Background: an optimization exercise with open tools, aiming at small area, a short achievable clock period and few clock cycles. Do not read the settings as production practice.
At most, simulation tests tie the RTL to the original design; equivalence was not proved.

Setup of rev 12:
==> flow/design.v <==
`default_nettype none
module xtea_core(
                 input wire           clk,
                 input wire           reset_n,
                 input wire           encdec,    
                 input wire           start,     
                 input wire           mode_we,   
                 input wire           mode_new,  
                 output wire          busy,
                 output wire          ready,
                 input wire [127 : 0] key,       
                 input wire [63 : 0]  block,     
                 output wire          swap,      
                 output wire [63 : 0] result     
                );
  localparam [31 : 0] DELTA        = 32'h9e3779b9;
  localparam [31 : 0] DEC_INIT     = 32'hc6ef3720;  
  localparam [1 : 0]  DEC_INIT_SEL = 2'd2;          
  logic          busy_reg;
  logic [5 : 0]  hr_reg;         
  logic [31 : 0] sum_reg;        
  logic [1 : 0]  sel_reg;        
  logic [31 : 0] rk_reg;         
  logic          swap_reg;       
  logic [31 : 0] a_reg;          
  logic [31 : 0] b_reg;          
  logic          last;
  logic          step;
  logic [31 : 0] sum_next;
  logic [1 : 0]  sel_next;
  logic [31 : 0] keyw;
  logic [31 : 0] f;
  logic [32 : 0] new33;
  assign busy   = busy_reg;
  assign last   = busy_reg && (hr_reg == 6'h0);
  assign ready  = !busy_reg || last;
  assign swap   = swap_reg;
  assign result = {a_reg, b_reg};
  assign step = busy_reg || start;
  always_comb
    begin
      case (sel_reg)
        2'd0: keyw = key[127 : 96];
        2'd1: keyw = key[95 : 64];
        2'd2: keyw = key[63 : 32];
        default: keyw = key[31 : 0];
      endcase
    end
  assign f     = ({b_reg[27 : 0], 4'h0} ^ {5'h0, b_reg[31 : 5]}) + b_reg;
  assign new33 = {a_reg, 1'b1} + {f ^ rk_reg, !encdec};
  assign sum_next = encdec ? sum_reg + DELTA : sum_reg - DELTA;
  always_comb
    begin
      if (!hr_reg[0])
        sel_next = encdec ? sum_next[12 : 11] : sum_next[1 : 0];
      else
        sel_next = encdec ? sum_reg[1 : 0] : sum_reg[12 : 11];
    end
  always_ff @ (posedge clk or negedge reset_n)
    begin : ctrl_update
      if (!reset_n)
        begin
          busy_reg <= 1'b0;
          hr_reg   <= 6'h0;
        end
      else
        begin
          if (step && !last)
            hr_reg <= hr_reg + 6'h1;
          if (start)
            busy_reg <= 1'b1;
          else if (last)
            busy_reg <= 1'b0;
        end
    end
  always_ff @ (posedge clk)
    begin : dp_update
      rk_reg <= (sum_reg + keyw) ^ {32{!encdec}};
      if (start)
        begin
          swap_reg <= !encdec;
          a_reg    <= encdec ? block[63 : 32] : block[31 : 0];
          b_reg    <= encdec ? block[31 : 0]  : block[63 : 32];
        end
      else if (busy_reg)
        begin
          a_reg <= b_reg;
          b_reg <= new33[32 : 1];
        end
      if (mode_we)
        begin
          sum_reg <= mode_new ? 32'h0 : DEC_INIT;
          sel_reg <= mode_new ? 2'd0 : DEC_INIT_SEL;
        end
      else if (last)
        begin
          sum_reg <= encdec ? 32'h0 : DEC_INIT;
          sel_reg <= encdec ? 2'd0 : DEC_INIT_SEL;
        end
      else if (step)
        begin
          if (!hr_reg[0])
            sum_reg <= sum_next;
          sel_reg <= sel_next;
        end
    end
endmodule  
`default_nettype none
module xtea(
            input wire               clk,
            input wire               reset_n,
            input wire               cs,
            input wire               we,
            input wire      [7 : 0]  address,
            input wire      [31 : 0] write_data,
            output wire     [31 : 0] read_data
           );
  localparam ADDR_CTRL    = 8'h08;
  localparam ADDR_CONFIG  = 8'h0a;
  localparam ADDR_ROUNDS  = 8'h0c;
  localparam ADDR_KEY0    = 8'h10;
  localparam ADDR_BLOCK0  = 8'h20;
  localparam CORE_NAME0   = 32'h78746561;  
  localparam CORE_NAME1   = 32'h2d313238;  
  localparam CORE_VERSION = 32'h302e3630;  
  logic [31 : 0] key_reg [0 : 3];
  logic [31 : 0] block_reg [0 : 1];
  logic          encdec_reg;
  logic          wr;
  logic          start;
  logic          mode_we;
  logic          busy;
  logic          ready;
  logic          swap;
  logic          rd_b;
  logic [63 : 0] result;
  logic [31 : 0] const_data;
  assign wr      = cs && we && !busy;
  assign start   = wr && (address == ADDR_CTRL) && write_data[1];
  assign mode_we = wr && ((address == ADDR_CONFIG) || (address == ADDR_ROUNDS));
  xtea_core core(
                 .clk(clk),
                 .reset_n(reset_n),
                 .encdec(encdec_reg),
                 .start(start),
                 .mode_we(mode_we),
                 .mode_new(write_data[0]),
                 .busy(busy),
                 .ready(ready),
                 .key({key_reg[0], key_reg[1], key_reg[2], key_reg[3]}),
                 .block({block_reg[0], block_reg[1]}),
                 .swap(swap),
                 .result(result)
                );
  always_ff @ (posedge clk)
    begin : reg_update
      if (mode_we)
        encdec_reg <= write_data[0];
      if (wr && (address[7 : 2] == ADDR_KEY0[7 : 2]))
        key_reg[address[1 : 0]] <= write_data;
      if (wr && (address[7 : 1] == ADDR_BLOCK0[7 : 1]))
        block_reg[address[0]] <= write_data;
    end
  always_comb
    begin : const_mux
      if (address[3])
        const_data = {31'h0, ready};
      else if (address[1])
        const_data = CORE_VERSION;
      else if (address[0])
        const_data = CORE_NAME1;
      else
        const_data = CORE_NAME0;
    end
  assign rd_b      = address[0] ^ swap;
  assign read_data = address[5] ? (rd_b ? result[31 : 0] : result[63 : 32]) :
                     const_data;
endmodule  
==> flow/config.mk <==
export PLATFORM = sky130hd
export DESIGN_NAME = xtea
export DESIGN_NICKNAME = xtea
export VERILOG_FILES = /design/flow/design.v
export SDC_FILE = /design/flow/constraint.sdc
export NUM_CORES = 4
export LEC_CHECK = 0
export CAP_MARGIN = 20
export CORE_MARGIN = 2
export CORE_UTILIZATION = 40
export SETUP_SLACK_MARGIN = 2.5
export SLEW_MARGIN = 20
==> flow/constraint.sdc <==
create_clock -name core_clock -period 7.5 [get_ports {clk}]
set_input_delay 1.5000 -clock core_clock [delete_from_list [all_inputs] [get_ports {clk}]]
set_output_delay 1.5000 -clock core_clock [all_outputs]
set_load 0.01 [all_outputs]
run.sh (not shown) runs the stock make flow with config.mk's settings and CLKGATE_MAP_FILE= SYNTH_SCRIPT=/design/flow/synth_recipe.tcl, a recipe that flattens the netlist after the stock synthesis.
## Diff of input files: rev 13 against rev 12
diff --git a/flow/design.v b/flow/design.v
--- a/flow/design.v
+++ b/flow/design.v
@@ -11,15 +11,13 @@
                  input wire [127 : 0] key,       
                  input wire [63 : 0]  block,     
-                 output wire          swap,      
                  output wire [63 : 0] result     
                 );
   localparam [31 : 0] DELTA        = 32'h9e3779b9;
-  localparam [31 : 0] DEC_INIT     = 32'hc6ef3720;  
-  localparam [1 : 0]  DEC_INIT_SEL = 2'd2;          
+  localparam [31 : 0] DEC_INIT     = ~32'hc6ef3720;  
+  localparam [1 : 0]  DEC_INIT_SEL = 2'd2;           
   logic          busy_reg;
   logic [5 : 0]  hr_reg;         
   logic [31 : 0] sum_reg;        
   logic [1 : 0]  sel_reg;        
-  logic [31 : 0] rk_reg;         
   logic          swap_reg;       
   logic [31 : 0] a_reg;          
@@ -27,15 +25,19 @@
   logic          last;
   logic          step;
-  logic [31 : 0] sum_next;
+  logic [31 : 0] sum_inc;
   logic [1 : 0]  sel_next;
+  logic [31 : 0] self_w;
+  logic [31 : 0] other_w;
   logic [31 : 0] keyw;
+  logic [32 : 0] rk33;
   logic [31 : 0] f;
   logic [32 : 0] new33;
   assign busy   = busy_reg;
-  assign last   = busy_reg && (hr_reg == 6'h0);
+  assign last   = (hr_reg == 6'h3f);
   assign ready  = !busy_reg || last;
-  assign swap   = swap_reg;
-  assign result = {a_reg, b_reg};
+  assign result = swap_reg ? {b_reg, a_reg} : {a_reg, b_reg};
   assign step = busy_reg || start;
+  assign self_w  = busy_reg ? a_reg : (encdec ? block[63 : 32] : block[31 : 0]);
+  assign other_w = busy_reg ? b_reg : (encdec ? block[31 : 0]  : block[63 : 32]);
   always_comb
     begin
@@ -47,13 +49,14 @@
       endcase
     end
-  assign f     = ({b_reg[27 : 0], 4'h0} ^ {5'h0, b_reg[31 : 5]}) + b_reg;
-  assign new33 = {a_reg, 1'b1} + {f ^ rk_reg, !encdec};
-  assign sum_next = encdec ? sum_reg + DELTA : sum_reg - DELTA;
+  assign rk33  = {sum_reg, 1'b1} + {keyw ^ {32{!encdec}}, !encdec};
+  assign f     = ({other_w[27 : 0], 4'h0} ^ {5'h0, other_w[31 : 5]}) + other_w;
+  assign new33 = {self_w, 1'b1} + {f ^ rk33[32 : 1], !encdec};
+  assign sum_inc = sum_reg + DELTA;
   always_comb
     begin
       if (!hr_reg[0])
-        sel_next = encdec ? sum_next[12 : 11] : sum_next[1 : 0];
+        sel_next = encdec ? sum_inc[12 : 11] : ~sum_inc[1 : 0];
       else
-        sel_next = encdec ? sum_reg[1 : 0] : sum_reg[12 : 11];
+        sel_next = encdec ? sum_reg[1 : 0] : ~sum_reg[12 : 11];
     end
   always_ff @ (posedge clk or negedge reset_n)
@@ -66,5 +69,5 @@
       else
         begin
-          if (step && !last)
+          if (step)
             hr_reg <= hr_reg + 6'h1;
           if (start)
@@ -76,16 +79,11 @@
   always_ff @ (posedge clk)
     begin : dp_update
-      rk_reg <= (sum_reg + keyw) ^ {32{!encdec}};
-      if (start)
+      if (step)
         begin
-          swap_reg <= !encdec;
-          a_reg    <= encdec ? block[63 : 32] : block[31 : 0];
-          b_reg    <= encdec ? block[31 : 0]  : block[63 : 32];
-        end
-      else if (busy_reg)
-        begin
-          a_reg <= b_reg;
+          a_reg <= other_w;
           b_reg <= new33[32 : 1];
         end
+      if (start)
+        swap_reg <= !encdec;
       if (mode_we)
         begin
@@ -101,5 +99,5 @@
         begin
           if (!hr_reg[0])
-            sum_reg <= sum_next;
+            sum_reg <= sum_inc;
           sel_reg <= sel_next;
         end
@@ -132,6 +130,4 @@
   logic          busy;
   logic          ready;
-  logic          swap;
-  logic          rd_b;
   logic [63 : 0] result;
   logic [31 : 0] const_data;
@@ -150,5 +146,4 @@
                  .key({key_reg[0], key_reg[1], key_reg[2], key_reg[3]}),
                  .block({block_reg[0], block_reg[1]}),
-                 .swap(swap),
                  .result(result)
                 );
@@ -173,6 +168,5 @@
         const_data = CORE_NAME0;
     end
-  assign rd_b      = address[0] ^ swap;
-  assign read_data = address[5] ? (rd_b ? result[31 : 0] : result[63 : 32]) :
+  assign read_data = address[5] ? (address[0] ? result[31 : 0] : result[63 : 32]) :
                      const_data;
 endmodule  
==> summary.txt <==
Going from rev 12 to rev 13, combined area of all synthesized cells fell about 9%; worst setup slack fell 690 ps; combined global-route utilization of all metal layers rose 1.0 points; CTS sink count fell about 10%. Design area improves in rev 13 relative to rev 12.
Testbench counts of rev 13, summed over its fixed seeds: cycles 35,136.
Function not checked in rev 12: the RTL went through the layout flow alone.

## static timing again, ports no longer ideal
In the flow no input, the clock included, has a driving cell. The finished layouts below were timed again as built, in two steps.
Step 1 (the two cells are an assumption about what drives the block):
set clk [get_ports {clk}]
set_driving_cell -lib_cell sky130_fd_sc_hd__clkbuf_16 $clk
set_driving_cell -lib_cell sky130_fd_sc_hd__buf_2 [delete_from_list [all_inputs] $clk]
Step 2 times the ports against the registers' clock, not the clock port: input delays grow and output delays shrink by t, the midpoint of the rising clock arrivals with the driver on.
Three values: no drivers, after step 1, after step 2; two values: the first two.
run	t (ns)	slack for setup (ns)	hold WS [ns]
rev 12	0.580	2.528 / 2.522 / 2.495	0.480 / 0.480 / 0.480
rev 13	0.578	1.838 / 1.838 / 1.838	0.476 / 0.476 / 0.476
After both steps setup and hold are still met in every run listed. For rev 12, which loses most, drivers alone change the setup slack by -0.006 ns; drivers and shift together by -0.033 ns.
